This is an optimization exercise on Yosys and OpenROAD, whose aim is small area and a short achievable clock period, not a production implementation. Where RTL was checked, it was by simulation tests only, not by an equivalence proof against the original. For run 2, only the layout was checked, not whether the RTL still works. Power and IR drop assume default switching activity.

## flow/design.v (module list and top-level ports; edited modules follow where they fit)
// module SCPU: 980 lines
module SCPU(
    clk, rst_n, in_valid, instruction, MEM_out,
    busy, out_valid,
    out0, out1, out2, out3, out4, out5, out6, out7,
    out8, out9, out10, out11, out12, out13, out14, out15,
    WEN, ADDR, MEM_in
);
  // ...
==> flow/flow/run.sh <==
#!/bin/bash
# The standard layout (standard.sh, standard synthesis included), except that
# the input and output ports are buffered with plain buffers (buf_1) instead of
# the delay cells buffer_ports picks by default. The make output goes to
# standard.log; ORFS keeps each tool's own log under orfs/logs/.
set -euo pipefail
export BUFFER_PORTS_ARGS="-buffer_cell sky130_fd_sc_hd__buf_1"
bash standard.sh > standard.log 2>&1
==> flow/standard.sh <==
#!/bin/bash
# synth_recipe.tcl (not shown) runs the flow's synth.tcl, then flattens the netlist and writes it again
# the make line also repeats each setting of config.mk as NAME=value (left out here)
make -C /OpenROAD-flow-scripts/flow DESIGN_CONFIG=/design/flow/config.mk WORK_HOME=/design/flow/orfs CLKGATE_MAP_FILE= SYNTH_SCRIPT=/design/flow/synth_recipe.tcl "${@:-finish}"
==> flow/config.mk <==
export PLATFORM = sky130hd
export DESIGN_NAME = SCPU
export DESIGN_NICKNAME = SCPU
export VERILOG_FILES = /design/flow/design.v
export SDC_FILE = /design/flow/constraint.sdc
export NUM_CORES = 4
export LEC_CHECK = 0
export ABC_AREA = 1
export CAP_MARGIN = 20
export CORE_MARGIN = 2
export CORE_UTILIZATION = 40
export CTS_CLUSTER_DIAMETER = 100
export CTS_CLUSTER_SIZE = 16
export SETUP_SLACK_MARGIN = 4.1
export SLEW_MARGIN = 20
==> flow/constraint.sdc <==
create_clock -name core_clock -period 6.8 [get_ports {clk}]
set_input_delay 1.3600 -clock core_clock [delete_from_list [all_inputs] [get_ports {clk}]]
set_output_delay 1.3600 -clock core_clock [all_outputs]
set_load 0.01 [all_outputs]
==> out/qor.txt, run 1 <==
GP Congestion - 1.014
WHS Path Cells - 0
total congestion overflow - 0
Post-Syn Area - 30070 um2
status - finished clean
combinational family with the most area after synthesis - simple AND/OR/NAND/NOR gates
commonest cells in the netlist - 892 x nand2_1, 314 x inv_1, 301 x dfxtp_1, 268 x dfrtp_1, 257 x o221ai_1
worst path cell trace - buf_4 > buf_1
Final Cell Area - 34820 um2
Synth Area in Simple Gates - 18.31%
Tap Count - 969
Synth Area in Compound Gates - 16.17%
Req. time, crit path - 5440 ps
bufs w/o clock - 454
Non-clock buffers, area share - 6.662%
fill cell count - 7230
Flop pwr share - 37.9%
EDFF count, synth - 0
mean area per synthesized cell - 8.735 um2
Pre-Repair DR Iteration Count - 7
All-Layer GR Usage - 33.02%
synth warn - 1
Pint - 0.008170 W
Biggest register - i1
GR Util met3 - 7.874%
global routing usage on met2 - 47.42%
Setup Skew - 58.72 ps
Final #Nets - 3976
total core area - 74450 um2
CP max FO - 4
==> run 2, diff against run 1 <==
--- a/flow/design.v
+++ b/flow/design.v
@@ -128,16 +128,17 @@
     s_sum3 <= (rr2 & (fn2 == 4'd3 | fn2 == 4'd4)) | imm_op2;
     s_eq3 <= (op2 == 3'b010);
     s_lt3 <= (op2 == 3'b111);
     mul3 <= (op2 == 3'b001);
     ld3 <= (op2 == 3'b110);
 end
 assign MEM_in = B3;
 reg [7:0] bneg3, bone3, btwo3;
+reg [7:0] bnegn3, bonen3, btwon3;    
 always @(posedge clk) begin
     bneg3[0] <= mb_0;
     bone3[0] <= mb_1;
     btwo3[0] <= mb_2;
     bneg3[1] <= mb_3;
     bone3[1] <= mb_4;
     btwo3[1] <= mb_5;
     bneg3[2] <= mb_6;
@@ -153,159 +154,183 @@
     bone3[5] <= mb_16;
     btwo3[5] <= mb_17;
     bneg3[6] <= mb_18;
     bone3[6] <= mb_19;
     btwo3[6] <= mb_20;
     bneg3[7] <= mb_21;
     bone3[7] <= mb_22;
     btwo3[7] <= mb_23;
+    bnegn3[0] <= ~mb_0;
+    bonen3[0] <= ~mb_1;
+    btwon3[0] <= ~mb_2;
+    bnegn3[1] <= ~mb_3;
+    bonen3[1] <= ~mb_4;
+    btwon3[1] <= ~mb_5;
+    bnegn3[2] <= ~mb_6;
+    bonen3[2] <= ~mb_7;
+    btwon3[2] <= ~mb_8;
+    bnegn3[3] <= ~mb_9;
+    bonen3[3] <= ~mb_10;
+    btwon3[3] <= ~mb_11;
+    bnegn3[4] <= ~mb_12;
+    bonen3[4] <= ~mb_13;
+    btwon3[4] <= ~mb_14;
+    bnegn3[5] <= ~mb_15;
+    bonen3[5] <= ~mb_16;
+    btwon3[5] <= ~mb_17;
+    bnegn3[6] <= ~mb_18;
+    bonen3[6] <= ~mb_19;
+    btwon3[6] <= ~mb_20;
+    bnegn3[7] <= ~mb_21;
+    bonen3[7] <= ~mb_22;
+    btwon3[7] <= ~mb_23;
 end
 wire [15:0] sum3 = A3 + (B3 ^ {16{sub3}}) + {15'd0, sub3};
 wire eq3 = (A3 == B3);
 wire lt3 = (A3[15] ^ B3[15]) ? A3[15] : sum3[15];
 wire [15:0] alu3 = ({16{s_and3}} & (A3 & B3)) | ({16{s_or3}} & (A3 | B3))
                  | ({16{s_xor3}} & (A3 ^ B3)) | ({16{s_sum3}} & sum3)
                  | {15'd0, (s_eq3 & eq3) | (s_lt3 & lt3)};
 wire m_0 = ((bone3[0] & A3[0]) | (btwo3[0] & 1'b0)) ^ bneg3[0];
 wire m_1 = ((bone3[0] & A3[1]) | (btwo3[0] & A3[0])) ^ bneg3[0];
 wire m_2 = ((bone3[0] & A3[2]) | (btwo3[0] & A3[1])) ^ bneg3[0];
 wire m_3 = ((bone3[0] & A3[3]) | (btwo3[0] & A3[2])) ^ bneg3[0];
 wire m_4 = ((bone3[0] & A3[4]) | (btwo3[0] & A3[3])) ^ bneg3[0];
 wire m_5 = ((bone3[0] & A3[5]) | (btwo3[0] & A3[4])) ^ bneg3[0];
 wire m_6 = ((bone3[0] & A3[6]) | (btwo3[0] & A3[5])) ^ bneg3[0];
 wire m_7 = ((bone3[0] & A3[7]) | (btwo3[0] & A3[6])) ^ bneg3[0];
 wire m_8 = ((bone3[0] & A3[8]) | (btwo3[0] & A3[7])) ^ bneg3[0];
-wire m_9 = ((bone3[0] & A3[9]) | (btwo3[0] & A3[8])) ^ bneg3[0];
-wire m_10 = ((bone3[0] & A3[10]) | (btwo3[0] & A3[9])) ^ bneg3[0];
-wire m_11 = ((bone3[0] & A3[11]) | (btwo3[0] & A3[10])) ^ bneg3[0];
-wire m_12 = ((bone3[0] & A3[12]) | (btwo3[0] & A3[11])) ^ bneg3[0];
-wire m_13 = ((bone3[0] & A3[13]) | (btwo3[0] & A3[12])) ^ bneg3[0];
-wire m_14 = ((bone3[0] & A3[14]) | (btwo3[0] & A3[13])) ^ bneg3[0];
-wire m_15 = ((bone3[0] & A3[15]) | (btwo3[0] & A3[14])) ^ bneg3[0];
-wire m_16 = ~(((bone3[0] & A3[15]) | (btwo3[0] & A3[15])) ^ bneg3[0]);
+wire m_9 = ((~bonen3[0] & A3[9]) | (~btwon3[0] & A3[8])) ^ ~bnegn3[0];
+wire m_10 = ((~bonen3[0] & A3[10]) | (~btwon3[0] & A3[9])) ^ ~bnegn3[0];
+wire m_11 = ((~bonen3[0] & A3[11]) | (~btwon3[0] & A3[10])) ^ ~bnegn3[0];
+wire m_12 = ((~bonen3[0] & A3[12]) | (~btwon3[0] & A3[11])) ^ ~bnegn3[0];
+wire m_13 = ((~bonen3[0] & A3[13]) | (~btwon3[0] & A3[12])) ^ ~bnegn3[0];
+wire m_14 = ((~bonen3[0] & A3[14]) | (~btwon3[0] & A3[13])) ^ ~bnegn3[0];
+wire m_15 = ((~bonen3[0] & A3[15]) | (~btwon3[0] & A3[14])) ^ ~bnegn3[0];
+wire m_16 = ~(((~bonen3[0] & A3[15]) | (~btwon3[0] & A3[15])) ^ ~bnegn3[0]);
 wire m_17 = ((bone3[1] & A3[0]) | (btwo3[1] & 1'b0)) ^ bneg3[1];
 wire m_18 = ((bone3[1] & A3[1]) | (btwo3[1] & A3[0])) ^ bneg3[1];
 wire m_19 = ((bone3[1] & A3[2]) | (btwo3[1] & A3[1])) ^ bneg3[1];
 wire m_20 = ((bone3[1] & A3[3]) | (btwo3[1] & A3[2])) ^ bneg3[1];
 wire m_21 = ((bone3[1] & A3[4]) | (btwo3[1] & A3[3])) ^ bneg3[1];
 wire m_22 = ((bone3[1] & A3[5]) | (btwo3[1] & A3[4])) ^ bneg3[1];
 wire m_23 = ((bone3[1] & A3[6]) | (btwo3[1] & A3[5])) ^ bneg3[1];
 wire m_24 = ((bone3[1] & A3[7]) | (btwo3[1] & A3[6])) ^ bneg3[1];
 wire m_25 = ((bone3[1] & A3[8]) | (btwo3[1] & A3[7])) ^ bneg3[1];
-wire m_26 = ((bone3[1] & A3[9]) | (btwo3[1] & A3[8])) ^ bneg3[1];
-wire m_27 = ((bone3[1] & A3[10]) | (btwo3[1] & A3[9])) ^ bneg3[1];
-wire m_28 = ((bone3[1] & A3[11]) | (btwo3[1] & A3[10])) ^ bneg3[1];
-wire m_29 = ((bone3[1] & A3[12]) | (btwo3[1] & A3[11])) ^ bneg3[1];
-wire m_30 = ((bone3[1] & A3[13]) | (btwo3[1] & A3[12])) ^ bneg3[1];
-wire m_31 = ((bone3[1] & A3[14]) | (btwo3[1] & A3[13])) ^ bneg3[1];
-wire m_32 = ((bone3[1] & A3[15]) | (btwo3[1] & A3[14])) ^ bneg3[1];
-wire m_33 = ~(((bone3[1] & A3[15]) | (btwo3[1] & A3[15])) ^ bneg3[1]);
+wire m_26 = ((~bonen3[1] & A3[9]) | (~btwon3[1] & A3[8])) ^ ~bnegn3[1];
+wire m_27 = ((~bonen3[1] & A3[10]) | (~btwon3[1] & A3[9])) ^ ~bnegn3[1];
+wire m_28 = ((~bonen3[1] & A3[11]) | (~btwon3[1] & A3[10])) ^ ~bnegn3[1];
+wire m_29 = ((~bonen3[1] & A3[12]) | (~btwon3[1] & A3[11])) ^ ~bnegn3[1];
+wire m_30 = ((~bonen3[1] & A3[13]) | (~btwon3[1] & A3[12])) ^ ~bnegn3[1];
+wire m_31 = ((~bonen3[1] & A3[14]) | (~btwon3[1] & A3[13])) ^ ~bnegn3[1];
+wire m_32 = ((~bonen3[1] & A3[15]) | (~btwon3[1] & A3[14])) ^ ~bnegn3[1];
+wire m_33 = ~(((~bonen3[1] & A3[15]) | (~btwon3[1] & A3[15])) ^ ~bnegn3[1]);
 wire m_34 = ((bone3[2] & A3[0]) | (btwo3[2] & 1'b0)) ^ bneg3[2];
 wire m_35 = ((bone3[2] & A3[1]) | (btwo3[2] & A3[0])) ^ bneg3[2];
 wire m_36 = ((bone3[2] & A3[2]) | (btwo3[2] & A3[1])) ^ bneg3[2];
 wire m_37 = ((bone3[2] & A3[3]) | (btwo3[2] & A3[2])) ^ bneg3[2];
 wire m_38 = ((bone3[2] & A3[4]) | (btwo3[2] & A3[3])) ^ bneg3[2];
 wire m_39 = ((bone3[2] & A3[5]) | (btwo3[2] & A3[4])) ^ bneg3[2];
 wire m_40 = ((bone3[2] & A3[6]) | (btwo3[2] & A3[5])) ^ bneg3[2];
 wire m_41 = ((bone3[2] & A3[7]) | (btwo3[2] & A3[6])) ^ bneg3[2];
 wire m_42 = ((bone3[2] & A3[8]) | (btwo3[2] & A3[7])) ^ bneg3[2];
-wire m_43 = ((bone3[2] & A3[9]) | (btwo3[2] & A3[8])) ^ bneg3[2];
-wire m_44 = ((bone3[2] & A3[10]) | (btwo3[2] & A3[9])) ^ bneg3[2];
-wire m_45 = ((bone3[2] & A3[11]) | (btwo3[2] & A3[10])) ^ bneg3[2];
-wire m_46 = ((bone3[2] & A3[12]) | (btwo3[2] & A3[11])) ^ bneg3[2];
-wire m_47 = ((bone3[2] & A3[13]) | (btwo3[2] & A3[12])) ^ bneg3[2];
-wire m_48 = ((bone3[2] & A3[14]) | (btwo3[2] & A3[13])) ^ bneg3[2];
-wire m_49 = ((bone3[2] & A3[15]) | (btwo3[2] & A3[14])) ^ bneg3[2];
-wire m_50 = ~(((bone3[2] & A3[15]) | (btwo3[2] & A3[15])) ^ bneg3[2]);
+wire m_43 = ((~bonen3[2] & A3[9]) | (~btwon3[2] & A3[8])) ^ ~bnegn3[2];
+wire m_44 = ((~bonen3[2] & A3[10]) | (~btwon3[2] & A3[9])) ^ ~bnegn3[2];
+wire m_45 = ((~bonen3[2] & A3[11]) | (~btwon3[2] & A3[10])) ^ ~bnegn3[2];
+wire m_46 = ((~bonen3[2] & A3[12]) | (~btwon3[2] & A3[11])) ^ ~bnegn3[2];
+wire m_47 = ((~bonen3[2] & A3[13]) | (~btwon3[2] & A3[12])) ^ ~bnegn3[2];
+wire m_48 = ((~bonen3[2] & A3[14]) | (~btwon3[2] & A3[13])) ^ ~bnegn3[2];
+wire m_49 = ((~bonen3[2] & A3[15]) | (~btwon3[2] & A3[14])) ^ ~bnegn3[2];
+wire m_50 = ~(((~bonen3[2] & A3[15]) | (~btwon3[2] & A3[15])) ^ ~bnegn3[2]);
 wire m_51 = ((bone3[3] & A3[0]) | (btwo3[3] & 1'b0)) ^ bneg3[3];
 wire m_52 = ((bone3[3] & A3[1]) | (btwo3[3] & A3[0])) ^ bneg3[3];
 wire m_53 = ((bone3[3] & A3[2]) | (btwo3[3] & A3[1])) ^ bneg3[3];
 wire m_54 = ((bone3[3] & A3[3]) | (btwo3[3] & A3[2])) ^ bneg3[3];
 wire m_55 = ((bone3[3] & A3[4]) | (btwo3[3] & A3[3])) ^ bneg3[3];
 wire m_56 = ((bone3[3] & A3[5]) | (btwo3[3] & A3[4])) ^ bneg3[3];
 wire m_57 = ((bone3[3] & A3[6]) | (btwo3[3] & A3[5])) ^ bneg3[3];
 wire m_58 = ((bone3[3] & A3[7]) | (btwo3[3] & A3[6])) ^ bneg3[3];
 wire m_59 = ((bone3[3] & A3[8]) | (btwo3[3] & A3[7])) ^ bneg3[3];
-wire m_60 = ((bone3[3] & A3[9]) | (btwo3[3] & A3[8])) ^ bneg3[3];
-wire m_61 = ((bone3[3] & A3[10]) | (btwo3[3] & A3[9])) ^ bneg3[3];
-wire m_62 = ((bone3[3] & A3[11]) | (btwo3[3] & A3[10])) ^ bneg3[3];
-wire m_63 = ((bone3[3] & A3[12]) | (btwo3[3] & A3[11])) ^ bneg3[3];
-wire m_64 = ((bone3[3] & A3[13]) | (btwo3[3] & A3[12])) ^ bneg3[3];
-wire m_65 = ((bone3[3] & A3[14]) | (btwo3[3] & A3[13])) ^ bneg3[3];
-wire m_66 = ((bone3[3] & A3[15]) | (btwo3[3] & A3[14])) ^ bneg3[3];
-wire m_67 = ~(((bone3[3] & A3[15]) | (btwo3[3] & A3[15])) ^ bneg3[3]);
+wire m_60 = ((~bonen3[3] & A3[9]) | (~btwon3[3] & A3[8])) ^ ~bnegn3[3];
+wire m_61 = ((~bonen3[3] & A3[10]) | (~btwon3[3] & A3[9])) ^ ~bnegn3[3];
+wire m_62 = ((~bonen3[3] & A3[11]) | (~btwon3[3] & A3[10])) ^ ~bnegn3[3];
+wire m_63 = ((~bonen3[3] & A3[12]) | (~btwon3[3] & A3[11])) ^ ~bnegn3[3];
+wire m_64 = ((~bonen3[3] & A3[13]) | (~btwon3[3] & A3[12])) ^ ~bnegn3[3];
+wire m_65 = ((~bonen3[3] & A3[14]) | (~btwon3[3] & A3[13])) ^ ~bnegn3[3];
+wire m_66 = ((~bonen3[3] & A3[15]) | (~btwon3[3] & A3[14])) ^ ~bnegn3[3];
+wire m_67 = ~(((~bonen3[3] & A3[15]) | (~btwon3[3] & A3[15])) ^ ~bnegn3[3]);
 wire m_68 = ((bone3[4] & A3[0]) | (btwo3[4] & 1'b0)) ^ bneg3[4];
 wire m_69 = ((bone3[4] & A3[1]) | (btwo3[4] & A3[0])) ^ bneg3[4];
 wire m_70 = ((bone3[4] & A3[2]) | (btwo3[4] & A3[1])) ^ bneg3[4];
 wire m_71 = ((bone3[4] & A3[3]) | (btwo3[4] & A3[2])) ^ bneg3[4];
 wire m_72 = ((bone3[4] & A3[4]) | (btwo3[4] & A3[3])) ^ bneg3[4];
 wire m_73 = ((bone3[4] & A3[5]) | (btwo3[4] & A3[4])) ^ bneg3[4];
 wire m_74 = ((bone3[4] & A3[6]) | (btwo3[4] & A3[5])) ^ bneg3[4];
 wire m_75 = ((bone3[4] & A3[7]) | (btwo3[4] & A3[6])) ^ bneg3[4];
 wire m_76 = ((bone3[4] & A3[8]) | (btwo3[4] & A3[7])) ^ bneg3[4];
-wire m_77 = ((bone3[4] & A3[9]) | (btwo3[4] & A3[8])) ^ bneg3[4];
-wire m_78 = ((bone3[4] & A3[10]) | (btwo3[4] & A3[9])) ^ bneg3[4];
-wire m_79 = ((bone3[4] & A3[11]) | (btwo3[4] & A3[10])) ^ bneg3[4];
-wire m_80 = ((bone3[4] & A3[12]) | (btwo3[4] & A3[11])) ^ bneg3[4];
-wire m_81 = ((bone3[4] & A3[13]) | (btwo3[4] & A3[12])) ^ bneg3[4];
-wire m_82 = ((bone3[4] & A3[14]) | (btwo3[4] & A3[13])) ^ bneg3[4];
-wire m_83 = ((bone3[4] & A3[15]) | (btwo3[4] & A3[14])) ^ bneg3[4];
-wire m_84 = ~(((bone3[4] & A3[15]) | (btwo3[4] & A3[15])) ^ bneg3[4]);
+wire m_77 = ((~bonen3[4] & A3[9]) | (~btwon3[4] & A3[8])) ^ ~bnegn3[4];
+wire m_78 = ((~bonen3[4] & A3[10]) | (~btwon3[4] & A3[9])) ^ ~bnegn3[4];
+wire m_79 = ((~bonen3[4] & A3[11]) | (~btwon3[4] & A3[10])) ^ ~bnegn3[4];
+wire m_80 = ((~bonen3[4] & A3[12]) | (~btwon3[4] & A3[11])) ^ ~bnegn3[4];
+wire m_81 = ((~bonen3[4] & A3[13]) | (~btwon3[4] & A3[12])) ^ ~bnegn3[4];
+wire m_82 = ((~bonen3[4] & A3[14]) | (~btwon3[4] & A3[13])) ^ ~bnegn3[4];
+wire m_83 = ((~bonen3[4] & A3[15]) | (~btwon3[4] & A3[14])) ^ ~bnegn3[4];
+wire m_84 = ~(((~bonen3[4] & A3[15]) | (~btwon3[4] & A3[15])) ^ ~bnegn3[4]);
 wire m_85 = ((bone3[5] & A3[0]) | (btwo3[5] & 1'b0)) ^ bneg3[5];
 wire m_86 = ((bone3[5] & A3[1]) | (btwo3[5] & A3[0])) ^ bneg3[5];
 wire m_87 = ((bone3[5] & A3[2]) | (btwo3[5] & A3[1])) ^ bneg3[5];
 wire m_88 = ((bone3[5] & A3[3]) | (btwo3[5] & A3[2])) ^ bneg3[5];
 wire m_89 = ((bone3[5] & A3[4]) | (btwo3[5] & A3[3])) ^ bneg3[5];
 wire m_90 = ((bone3[5] & A3[5]) | (btwo3[5] & A3[4])) ^ bneg3[5];
 wire m_91 = ((bone3[5] & A3[6]) | (btwo3[5] & A3[5])) ^ bneg3[5];
 wire m_92 = ((bone3[5] & A3[7]) | (btwo3[5] & A3[6])) ^ bneg3[5];
 wire m_93 = ((bone3[5] & A3[8]) | (btwo3[5] & A3[7])) ^ bneg3[5];
-wire m_94 = ((bone3[5] & A3[9]) | (btwo3[5] & A3[8])) ^ bneg3[5];
-wire m_95 = ((bone3[5] & A3[10]) | (btwo3[5] & A3[9])) ^ bneg3[5];
-wire m_96 = ((bone3[5] & A3[11]) | (btwo3[5] & A3[10])) ^ bneg3[5];
-wire m_97 = ((bone3[5] & A3[12]) | (btwo3[5] & A3[11])) ^ bneg3[5];
-wire m_98 = ((bone3[5] & A3[13]) | (btwo3[5] & A3[12])) ^ bneg3[5];
-wire m_99 = ((bone3[5] & A3[14]) | (btwo3[5] & A3[13])) ^ bneg3[5];
-wire m_100 = ((bone3[5] & A3[15]) | (btwo3[5] & A3[14])) ^ bneg3[5];
-wire m_101 = ~(((bone3[5] & A3[15]) | (btwo3[5] & A3[15])) ^ bneg3[5]);
+wire m_94 = ((~bonen3[5] & A3[9]) | (~btwon3[5] & A3[8])) ^ ~bnegn3[5];
+wire m_95 = ((~bonen3[5] & A3[10]) | (~btwon3[5] & A3[9])) ^ ~bnegn3[5];
+wire m_96 = ((~bonen3[5] & A3[11]) | (~btwon3[5] & A3[10])) ^ ~bnegn3[5];
+wire m_97 = ((~bonen3[5] & A3[12]) | (~btwon3[5] & A3[11])) ^ ~bnegn3[5];
+wire m_98 = ((~bonen3[5] & A3[13]) | (~btwon3[5] & A3[12])) ^ ~bnegn3[5];
+wire m_99 = ((~bonen3[5] & A3[14]) | (~btwon3[5] & A3[13])) ^ ~bnegn3[5];
+wire m_100 = ((~bonen3[5] & A3[15]) | (~btwon3[5] & A3[14])) ^ ~bnegn3[5];
+wire m_101 = ~(((~bonen3[5] & A3[15]) | (~btwon3[5] & A3[15])) ^ ~bnegn3[5]);
 wire m_102 = ((bone3[6] & A3[0]) | (btwo3[6] & 1'b0)) ^ bneg3[6];
 wire m_103 = ((bone3[6] & A3[1]) | (btwo3[6] & A3[0])) ^ bneg3[6];
 wire m_104 = ((bone3[6] & A3[2]) | (btwo3[6] & A3[1])) ^ bneg3[6];
 wire m_105 = ((bone3[6] & A3[3]) | (btwo3[6] & A3[2])) ^ bneg3[6];
 wire m_106 = ((bone3[6] & A3[4]) | (btwo3[6] & A3[3])) ^ bneg3[6];
 wire m_107 = ((bone3[6] & A3[5]) | (btwo3[6] & A3[4])) ^ bneg3[6];
 wire m_108 = ((bone3[6] & A3[6]) | (btwo3[6] & A3[5])) ^ bneg3[6];
 wire m_109 = ((bone3[6] & A3[7]) | (btwo3[6] & A3[6])) ^ bneg3[6];
 wire m_110 = ((bone3[6] & A3[8]) | (btwo3[6] & A3[7])) ^ bneg3[6];
-wire m_111 = ((bone3[6] & A3[9]) | (btwo3[6] & A3[8])) ^ bneg3[6];
-wire m_112 = ((bone3[6] & A3[10]) | (btwo3[6] & A3[9])) ^ bneg3[6];
-wire m_113 = ((bone3[6] & A3[11]) | (btwo3[6] & A3[10])) ^ bneg3[6];
-wire m_114 = ((bone3[6] & A3[12]) | (btwo3[6] & A3[11])) ^ bneg3[6];
-wire m_115 = ((bone3[6] & A3[13]) | (btwo3[6] & A3[12])) ^ bneg3[6];
-wire m_116 = ((bone3[6] & A3[14]) | (btwo3[6] & A3[13])) ^ bneg3[6];
-wire m_117 = ((bone3[6] & A3[15]) | (btwo3[6] & A3[14])) ^ bneg3[6];
-wire m_118 = ~(((bone3[6] & A3[15]) | (btwo3[6] & A3[15])) ^ bneg3[6]);
+wire m_111 = ((~bonen3[6] & A3[9]) | (~btwon3[6] & A3[8])) ^ ~bnegn3[6];
+wire m_112 = ((~bonen3[6] & A3[10]) | (~btwon3[6] & A3[9])) ^ ~bnegn3[6];
+wire m_113 = ((~bonen3[6] & A3[11]) | (~btwon3[6] & A3[10])) ^ ~bnegn3[6];
+wire m_114 = ((~bonen3[6] & A3[12]) | (~btwon3[6] & A3[11])) ^ ~bnegn3[6];
+wire m_115 = ((~bonen3[6] & A3[13]) | (~btwon3[6] & A3[12])) ^ ~bnegn3[6];
+wire m_116 = ((~bonen3[6] & A3[14]) | (~btwon3[6] & A3[13])) ^ ~bnegn3[6];
+wire m_117 = ((~bonen3[6] & A3[15]) | (~btwon3[6] & A3[14])) ^ ~bnegn3[6];
+wire m_118 = ~(((~bonen3[6] & A3[15]) | (~btwon3[6] & A3[15])) ^ ~bnegn3[6]);
 wire m_119 = ((bone3[7] & A3[0]) | (btwo3[7] & 1'b0)) ^ bneg3[7];
 wire m_120 = ((bone3[7] & A3[1]) | (btwo3[7] & A3[0])) ^ bneg3[7];
 wire m_121 = ((bone3[7] & A3[2]) | (btwo3[7] & A3[1])) ^ bneg3[7];
 wire m_122 = ((bone3[7] & A3[3]) | (btwo3[7] & A3[2])) ^ bneg3[7];
 wire m_123 = ((bone3[7] & A3[4]) | (btwo3[7] & A3[3])) ^ bneg3[7];
 wire m_124 = ((bone3[7] & A3[5]) | (btwo3[7] & A3[4])) ^ bneg3[7];
 wire m_125 = ((bone3[7] & A3[6]) | (btwo3[7] & A3[5])) ^ bneg3[7];
 wire m_126 = ((bone3[7] & A3[7]) | (btwo3[7] & A3[6])) ^ bneg3[7];
 wire m_127 = ((bone3[7] & A3[8]) | (btwo3[7] & A3[7])) ^ bneg3[7];
-wire m_128 = ((bone3[7] & A3[9]) | (btwo3[7] & A3[8])) ^ bneg3[7];
-wire m_129 = ((bone3[7] & A3[10]) | (btwo3[7] & A3[9])) ^ bneg3[7];
-wire m_130 = ((bone3[7] & A3[11]) | (btwo3[7] & A3[10])) ^ bneg3[7];
-wire m_131 = ((bone3[7] & A3[12]) | (btwo3[7] & A3[11])) ^ bneg3[7];
-wire m_132 = ((bone3[7] & A3[13]) | (btwo3[7] & A3[12])) ^ bneg3[7];
-wire m_133 = ((bone3[7] & A3[14]) | (btwo3[7] & A3[13])) ^ bneg3[7];
-wire m_134 = ((bone3[7] & A3[15]) | (btwo3[7] & A3[14])) ^ bneg3[7];
-wire m_135 = ~(((bone3[7] & A3[15]) | (btwo3[7] & A3[15])) ^ bneg3[7]);
+wire m_128 = ((~bonen3[7] & A3[9]) | (~btwon3[7] & A3[8])) ^ ~bnegn3[7];
+wire m_129 = ((~bonen3[7] & A3[10]) | (~btwon3[7] & A3[9])) ^ ~bnegn3[7];
+wire m_130 = ((~bonen3[7] & A3[11]) | (~btwon3[7] & A3[10])) ^ ~bnegn3[7];
+wire m_131 = ((~bonen3[7] & A3[12]) | (~btwon3[7] & A3[11])) ^ ~bnegn3[7];
+wire m_132 = ((~bonen3[7] & A3[13]) | (~btwon3[7] & A3[12])) ^ ~bnegn3[7];
+wire m_133 = ((~bonen3[7] & A3[14]) | (~btwon3[7] & A3[13])) ^ ~bnegn3[7];
+wire m_134 = ((~bonen3[7] & A3[15]) | (~btwon3[7] & A3[14])) ^ ~bnegn3[7];
+wire m_135 = ~(((~bonen3[7] & A3[15]) | (~btwon3[7] & A3[15])) ^ ~bnegn3[7]);
 wire m_136 = bneg3[5] ^ m_85;
 wire m_137 = bneg3[5] & m_85;
 wire m_138 = m_86 ^ m_71;
 wire m_139 = m_86 & m_71;
 wire m_140 = bneg3[6] ^ m_102 ^ m_87;
 wire m_141 = (bneg3[6] & m_102) | (m_87 & (bneg3[6] ^ m_102));
 wire m_142 = m_72 ^ m_57;
 wire m_143 = m_72 & m_57;
@@ -873,108 +898,74 @@
 wire n_278 = n_55 ^ n_240;
 wire n_279 = n_56 ^ n_242;
 wire n_280 = n_57 ^ n_244;
 wire n_281 = n_58 ^ n_246;
 wire n_282 = n_59 ^ n_248;
 wire [31:0] prod4 = {n_282, n_281, n_280, n_279, n_278, n_277, n_276, n_275, n_274, n_273, n_272, n_271, n_270, n_269, n_268, n_267, n_266, n_265, n_264, n_263, n_262, n_261, n_260, n_259, n_258, n_257, n_256, n_255, n_254, n_253, n_252, n_28};
 wire [15:0] resd_n = ld4 ? MEM_out : (mul4 ? prod4[31:16] : alu4);
 wire [15:0] resl_n = mul4 ? prod4[15:0] : {15'd0, ~alu4[0]};
-reg v5, wrd5, wrl5;
-reg [3:0] d5a, d5b, l5a, l5b;
+reg v5;
+reg [15:0] wl5, wd5;
 reg [15:0] resd5, resl5;
 always @(posedge clk or negedge rst_n)
     if (!rst_n) begin
-        v5 <= 1'b0; wrd5 <= 1'b0; wrl5 <= 1'b0;
+        v5 <= 1'b0; wl5 <= 16'd0; wd5 <= 16'd0;
     end else begin
-        v5 <= v4; wrd5 <= wrd4 & ~(wrl4 & (d4 == l4)); wrl5 <= wrl4;
+        v5 <= v4;
+        wl5 <= {15'd0, wrl4} << l4;
+        wd5 <= ({15'd0, wrd4} << d4) & ~({15'd0, wrl4} << l4);
     end
 always @(posedge clk) begin
-    d5a <= 4'd1 << d4[1:0];
-    d5b <= 4'd1 << d4[3:2];
-    l5a <= 4'd1 << l4[1:0];
-    l5b <= 4'd1 << l4[3:2];
     resd5 <= resd_n;
     resl5 <= resl_n;
 end
 always @(posedge clk or negedge rst_n)
     if (!rst_n) out_valid <= 1'b0; else out_valid <= v5;
-wire wl_0 = wrl5 & l5a[0] & l5b[0];
-wire wd_0 = wrd5 & d5a[0] & d5b[0];
 always @(posedge clk or negedge rst_n)
     if (!rst_n) out0 <= 16'd0;
-    else out0 <= ({16{wl_0}} & resl5) | ({16{wd_0}} & resd5) | ({16{~(wl_0 | wd_0)}} & out0);
-wire wl_1 = wrl5 & l5a[1] & l5b[0];
-wire wd_1 = wrd5 & d5a[1] & d5b[0];
+    else out0 <= ({16{wl5[0]}} & resl5) | ({16{wd5[0]}} & resd5) | ({16{~(wl5[0] | wd5[0])}} & out0);
 always @(posedge clk or negedge rst_n)
     if (!rst_n) out1 <= 16'd0;
-    else out1 <= ({16{wl_1}} & resl5) | ({16{wd_1}} & resd5) | ({16{~(wl_1 | wd_1)}} & out1);
-wire wl_2 = wrl5 & l5a[2] & l5b[0];
-wire wd_2 = wrd5 & d5a[2] & d5b[0];
+    else out1 <= ({16{wl5[1]}} & resl5) | ({16{wd5[1]}} & resd5) | ({16{~(wl5[1] | wd5[1])}} & out1);
 always @(posedge clk or negedge rst_n)
     if (!rst_n) out2 <= 16'd0;
-    else out2 <= ({16{wl_2}} & resl5) | ({16{wd_2}} & resd5) | ({16{~(wl_2 | wd_2)}} & out2);
-wire wl_3 = wrl5 & l5a[3] & l5b[0];
-wire wd_3 = wrd5 & d5a[3] & d5b[0];
+    else out2 <= ({16{wl5[2]}} & resl5) | ({16{wd5[2]}} & resd5) | ({16{~(wl5[2] | wd5[2])}} & out2);
 always @(posedge clk or negedge rst_n)
     if (!rst_n) out3 <= 16'd0;
-    else out3 <= ({16{wl_3}} & resl5) | ({16{wd_3}} & resd5) | ({16{~(wl_3 | wd_3)}} & out3);
-wire wl_4 = wrl5 & l5a[0] & l5b[1];
-wire wd_4 = wrd5 & d5a[0] & d5b[1];
+    else out3 <= ({16{wl5[3]}} & resl5) | ({16{wd5[3]}} & resd5) | ({16{~(wl5[3] | wd5[3])}} & out3);
 always @(posedge clk or negedge rst_n)
     if (!rst_n) out4 <= 16'd0;
-    else out4 <= ({16{wl_4}} & resl5) | ({16{wd_4}} & resd5) | ({16{~(wl_4 | wd_4)}} & out4);
-wire wl_5 = wrl5 & l5a[1] & l5b[1];
-wire wd_5 = wrd5 & d5a[1] & d5b[1];
+    else out4 <= ({16{wl5[4]}} & resl5) | ({16{wd5[4]}} & resd5) | ({16{~(wl5[4] | wd5[4])}} & out4);
 always @(posedge clk or negedge rst_n)
     if (!rst_n) out5 <= 16'd0;
-    else out5 <= ({16{wl_5}} & resl5) | ({16{wd_5}} & resd5) | ({16{~(wl_5 | wd_5)}} & out5);
-wire wl_6 = wrl5 & l5a[2] & l5b[1];
-wire wd_6 = wrd5 & d5a[2] & d5b[1];
+    else out5 <= ({16{wl5[5]}} & resl5) | ({16{wd5[5]}} & resd5) | ({16{~(wl5[5] | wd5[5])}} & out5);
 always @(posedge clk or negedge rst_n)
     if (!rst_n) out6 <= 16'd0;
-    else out6 <= ({16{wl_6}} & resl5) | ({16{wd_6}} & resd5) | ({16{~(wl_6 | wd_6)}} & out6);
-wire wl_7 = wrl5 & l5a[3] & l5b[1];
-wire wd_7 = wrd5 & d5a[3] & d5b[1];
+    else out6 <= ({16{wl5[6]}} & resl5) | ({16{wd5[6]}} & resd5) | ({16{~(wl5[6] | wd5[6])}} & out6);
 always @(posedge clk or negedge rst_n)
     if (!rst_n) out7 <= 16'd0;
-    else out7 <= ({16{wl_7}} & resl5) | ({16{wd_7}} & resd5) | ({16{~(wl_7 | wd_7)}} & out7);
-wire wl_8 = wrl5 & l5a[0] & l5b[2];
-wire wd_8 = wrd5 & d5a[0] & d5b[2];
+    else out7 <= ({16{wl5[7]}} & resl5) | ({16{wd5[7]}} & resd5) | ({16{~(wl5[7] | wd5[7])}} & out7);
 always @(posedge clk or negedge rst_n)
     if (!rst_n) out8 <= 16'd0;
-    else out8 <= ({16{wl_8}} & resl5) | ({16{wd_8}} & resd5) | ({16{~(wl_8 | wd_8)}} & out8);
-wire wl_9 = wrl5 & l5a[1] & l5b[2];
-wire wd_9 = wrd5 & d5a[1] & d5b[2];
+    else out8 <= ({16{wl5[8]}} & resl5) | ({16{wd5[8]}} & resd5) | ({16{~(wl5[8] | wd5[8])}} & out8);
 always @(posedge clk or negedge rst_n)
     if (!rst_n) out9 <= 16'd0;
-    else out9 <= ({16{wl_9}} & resl5) | ({16{wd_9}} & resd5) | ({16{~(wl_9 | wd_9)}} & out9);
-wire wl_10 = wrl5 & l5a[2] & l5b[2];
-wire wd_10 = wrd5 & d5a[2] & d5b[2];
+    else out9 <= ({16{wl5[9]}} & resl5) | ({16{wd5[9]}} & resd5) | ({16{~(wl5[9] | wd5[9])}} & out9);
 always @(posedge clk or negedge rst_n)
     if (!rst_n) out10 <= 16'd0;
-    else out10 <= ({16{wl_10}} & resl5) | ({16{wd_10}} & resd5) | ({16{~(wl_10 | wd_10)}} & out10);
-wire wl_11 = wrl5 & l5a[3] & l5b[2];
-wire wd_11 = wrd5 & d5a[3] & d5b[2];
+    else out10 <= ({16{wl5[10]}} & resl5) | ({16{wd5[10]}} & resd5) | ({16{~(wl5[10] | wd5[10])}} & out10);
 always @(posedge clk or negedge rst_n)
     if (!rst_n) out11 <= 16'd0;
-    else out11 <= ({16{wl_11}} & resl5) | ({16{wd_11}} & resd5) | ({16{~(wl_11 | wd_11)}} & out11);
-wire wl_12 = wrl5 & l5a[0] & l5b[3];
-wire wd_12 = wrd5 & d5a[0] & d5b[3];
+    else out11 <= ({16{wl5[11]}} & resl5) | ({16{wd5[11]}} & resd5) | ({16{~(wl5[11] | wd5[11])}} & out11);
 always @(posedge clk or negedge rst_n)
     if (!rst_n) out12 <= 16'd0;
-    else out12 <= ({16{wl_12}} & resl5) | ({16{wd_12}} & resd5) | ({16{~(wl_12 | wd_12)}} & out12);
-wire wl_13 = wrl5 & l5a[1] & l5b[3];
-wire wd_13 = wrd5 & d5a[1] & d5b[3];
+    else out12 <= ({16{wl5[12]}} & resl5) | ({16{wd5[12]}} & resd5) | ({16{~(wl5[12] | wd5[12])}} & out12);
 always @(posedge clk or negedge rst_n)
     if (!rst_n) out13 <= 16'd0;
-    else out13 <= ({16{wl_13}} & resl5) | ({16{wd_13}} & resd5) | ({16{~(wl_13 | wd_13)}} & out13);
-wire wl_14 = wrl5 & l5a[2] & l5b[3];
-wire wd_14 = wrd5 & d5a[2] & d5b[3];
+    else out13 <= ({16{wl5[13]}} & resl5) | ({16{wd5[13]}} & resd5) | ({16{~(wl5[13] | wd5[13])}} & out13);
 always @(posedge clk or negedge rst_n)
     if (!rst_n) out14 <= 16'd0;
-    else out14 <= ({16{wl_14}} & resl5) | ({16{wd_14}} & resd5) | ({16{~(wl_14 | wd_14)}} & out14);
-wire wl_15 = wrl5 & l5a[3] & l5b[3];
-wire wd_15 = wrd5 & d5a[3] & d5b[3];
+    else out14 <= ({16{wl5[14]}} & resl5) | ({16{wd5[14]}} & resd5) | ({16{~(wl5[14] | wd5[14])}} & out14);
 always @(posedge clk or negedge rst_n)
     if (!rst_n) out15 <= 16'd0;
-    else out15 <= ({16{wl_15}} & resl5) | ({16{wd_15}} & resd5) | ({16{~(wl_15 | wd_15)}} & out15);
+    else out15 <= ({16{wl5[15]}} & resl5) | ({16{wd5[15]}} & resd5) | ({16{~(wl5[15] | wd5[15])}} & out15);
 endmodule
==> run 2 against run 1 <==
Power is 0.26% higher. Count of clock-buffer cells in the layout is 1 higher. Via count is 3.7% higher. Clock power is 8% higher. Critical path type unchanged.
==> out/qor.txt, run 2 <==
CP Class - register to output pin
Critical Path Sink Type - output pin
post-synthesis async set-or-reset flop share - 49.18%
Main synth FF type - dfxtp_1
root buffer cell - clkbuf_16
Post-Syn Area - 30960 um2 (+3.0%)
max FFs per register - 19
Synth area leaders - dfrtp_1 24%, dfxtp_1 20%, nand2_1 7.4%
Final #Nets - 4017 (+1.0%)
post-layout min period - 2733 ps
commonest cells after routing, fill and taps aside - 598 x nand2_1, 344 x inv_1, 306 x buf_1
via count - 29908
DP Cell Count - 4731
status - finished clean
Hold Fails Final Rpt - 0
Req. time, crit path - 5440 ps (about the same)
CTS Buf Count - 44
syn_nets - 3738
commonest cells in the netlist - 613 x nand2_1, 348 x inv_1, 309 x dfxtp_1, 305 x o21ai_0, 298 x dfrtp_1
CP max-delay cell - dfrtp_1
leading area contributor after synthesis - dfrtp_1
fill cell count - 7718 (+6.7%)
I/O Pins - 326
startpoint types - register
GR Util met3 - 12.89% (+5.0 points)
final worst slack - 4067 ps
total congestion overflow - 0 (unchanged)
post-synthesis register bit count - 608
max incr delay on CP - 510 ps
non-filler cells, final - 4865
placed inst area - 32950 um2
relative slew slack - 12.19%
Die Ht - 282.2 um
CTS tree - done
top-count cell post-synth - nand2_1
Clock H-tree levels - 2
Max-Cap Viols - 0
vias per cell - 6.148
post-synthesis sequential area ratio - 44.15%
GP Congestion - 1.057 (+4.2%)
Synth top area share - 24.08%
port bufs - 324
commonest non-fill, non-tap cell in the layout - nand2_1
setup violators final - 0
GR peak layer - met2
CP max FO - 4 (unchanged)
unrepaired setup endpoints after global routing - true
Setup Skew - 54.02 ps (-4.707 ps)
worst-case clock buffer depth - 3
slew of the pin with the lowest slew margin - 1317 ps
largest net degree at the start of global routing - 144
total core area - 77080 um2 (+3.5%)
CP arrival - 1370 ps
die width - 282.2 um
Seq. cell area - 13790 um2
Setup TNS - 0 ps
# DRC - 0
number of DRC markers in iteration 0 - 4187
multi-input combinational cell area - 15280 um2
synth warn - 1 (unchanged)
post-detail-place hpwl - 108800 um
Area Overhead vs Synth - 14.57%
crit path buf inv count - 1
worst hold path class - register to register
worst path cell trace - buf_2
All-Layer GR Usage - 37.15% (+4.1 points)
mean area per synthesized cell - 8.831 um2 (+1.1%)
initial antenna violation count - 8
first-pass GRT wire length - 208200 um
synth unique cells - 60
Gate Count Post-Synth - 3506
post-route clock period utilization - 40.19%
EDFF count, synth - 0 (unchanged)
die area - 79650 um2
vias in the first global route - 27585
clk sinks - 608
Slew Limit Fails - 0
maximum vdd drop - 0.2297 mV
share of layout cells above drive strength 1 - 10.47%
wire length per cell - 31.40 um
Crit path max-delay family - flip-flops
Leak - 15.79 nW
pre-CTS setup slack - 3581 ps
Biggest register - i1
met1 Use GR - 48.10%
global routing usage on met2 - 51.55% (+4.1 points)
power density over the cells - 434.7 nW/um2
Post-CTS Hold Buffers - 0
Initial Utilization - 40.17%
Pre-Repair DR Iteration Count - 7 (unchanged)
fmax - 0.3659 GHz
clock latency on the worst-skew pair - 640 ps
Final ANT Viol Nets - 0
clk slew on worst S/H paths - 80 ps
Post-Route WL - 152800 um
Final Cell Area - 35470 um2 (+1.9%)
Row Count - 102
==> run 2: changes by cell type after synthesis, sizes merged, moves of 9 or more <==
cell    change
a22o       +11
a22oi     +256
buf        -21
clkbuf     +15
dfrtp      +30
inv        +40
nand2     -273
nand3      -37
nor2       +23
nor3       +22
o21ai     +249
o221ai    -256
xor2        -9
==> run 2: cells by family (layout without fill, tap and decap cells) <==
| logic type | Yosys count | in the layout | share of synthesized area, % |
|---|---|---|---|
| fa+ha+maj | 194 | 194 | 9.998 |
| xor+xnor | 160 | 160 | 4.526 |
| mux | 5 | 5 | 0.2303 |
| compound gates | 913 | 913 | 19.09 |
| flops | 608 | 608 | 44.15 |
| buf+inv | 583 | 889 | 7.920 |
| simple gates | 1042 | 1042 | 14.07 |
| other cells | 1 | 14 | 0.01211 |
==> run 2: routing by layer <==
layer  vias up  wire length (um)  part of all wire (%)
met5         -               182                  0.12
met4        10             12190                   8.0
met3       598             20520                    13
met2      2402             61440                    40
met1     14410             58450                    38
li1      12488                 -                     -
==> run 2: path summary, 6_finish.rpt <==
| path | from | to | slack, ps | depth (start not counted) |
|---|---|---|---|---|
| worst min register to register | l3[2] | l4[2] | 330 | 0 |
| worst max register to register | rs_oh2[13] | ADDR[12] | 4090 | 12 |
| worst max-delay path | out10[14] | out10[14] | 4070 | 1 |
| worst min-delay path | l3[2] | l4[2] | 330 | 0 |
| max in group asynchronous | rst_n | out7[2] | 4630 | 2 |
| min in group asynchronous | rst_n | out4[7] | 780 | 1 |
==> run 2: final cells by class <==
| class | count | area share, % |
|---|---|---|
| Clock buffer | 70 | 3.584 |
| Clock inverter | 3 | 0.1552 |
| Multi-Input combinational cell | 2315 | 43.08 |
| Timing Repair inverter | 2 | 0.02822 |
| Antenna cell | 13 | 0.09170 |
| Sequential cell | 608 | 38.87 |
| Timing Repair Buffer | 430 | 6.187 |
| Inverter | 384 | 4.338 |
| Tap cell | 1040 | 3.668 |
==> run 2: timing repair <==
action,in CTS,in global routing
cloned,0,2
setup buffers,15,31
endpoints found under the setup margin,87,61
pin swaps,18,19
gates resized for setup,116,130
==> run 2: through the flow <==
step | power (W) | hold WS [ps] | util, %
after global routing | 0.01639 | 334.9 | 45.99
after floorplan | 0.009540 | 309.6 | -
after CTS | 0.01497 | 326.1 | 45.02
final | 0.01542 | 325.7 | 46.02
after detailed placement | 0.01211 | 313.2 | 42.75
after global placement | 0.01205 | 309.9 | 42.74
==> run 2: worst reg2reg max path: cells and delay by family, from the launching register on <==
kind	cells	cell delay, ps
buffers and inverters	4	760
DFF	1	340
adders and majority gates	1	230
and+or+nand+nor	7	1270
==> run 2: power breakdown <==
part / switching (W) / total [W] / internal, W / leakage [nW]
combinational: 0.00414 / 0.00656 / 0.00242 / 8.63
sequential: 0.00159 / 0.00620 / 0.00460 / 6.53
clock: 0.00134 / 0.00267 / 0.00132 / 0.638

## re-timing with driven ports
No port has a modelled driver above. Below, the same layouts with a new extraction and two added sets of constraints.
Step 1: set_driving_cell puts a clkbuf_16 on clk and a buf_2 on each other input, an assumption about the parent block.
Step 2 also shifts input and output timing later by t, the mid clock arrival at the registers, as if the neighbouring blocks saw the same clock.
a / b / c = ideal ports / drivers / drivers and shift; a / b = the first two.
| run | t, ns | setup WS [ns] | worst setup path at the end | latest minus earliest clock arrival (ns) | slew at the worst register clock pin (ns) |
|---|---|---|---|---|---|
| run 1 | 0.674 | 4.059 / 3.985 / 3.772 | input, reset recovery | 0.065 / 0.065 | 0.09 / 0.09 |
| run 2 | 0.686 | 4.067 / 3.991 / 3.995 | input, reset recovery | 0.054 / 0.054 | 0.08 / 0.08 |
After both steps every run listed still meets setup and hold. The setup slack of run 1, which loses most, moves by -0.074 ns with the drivers and by -0.287 ns with both steps. Setup slack includes reset recovery checks.
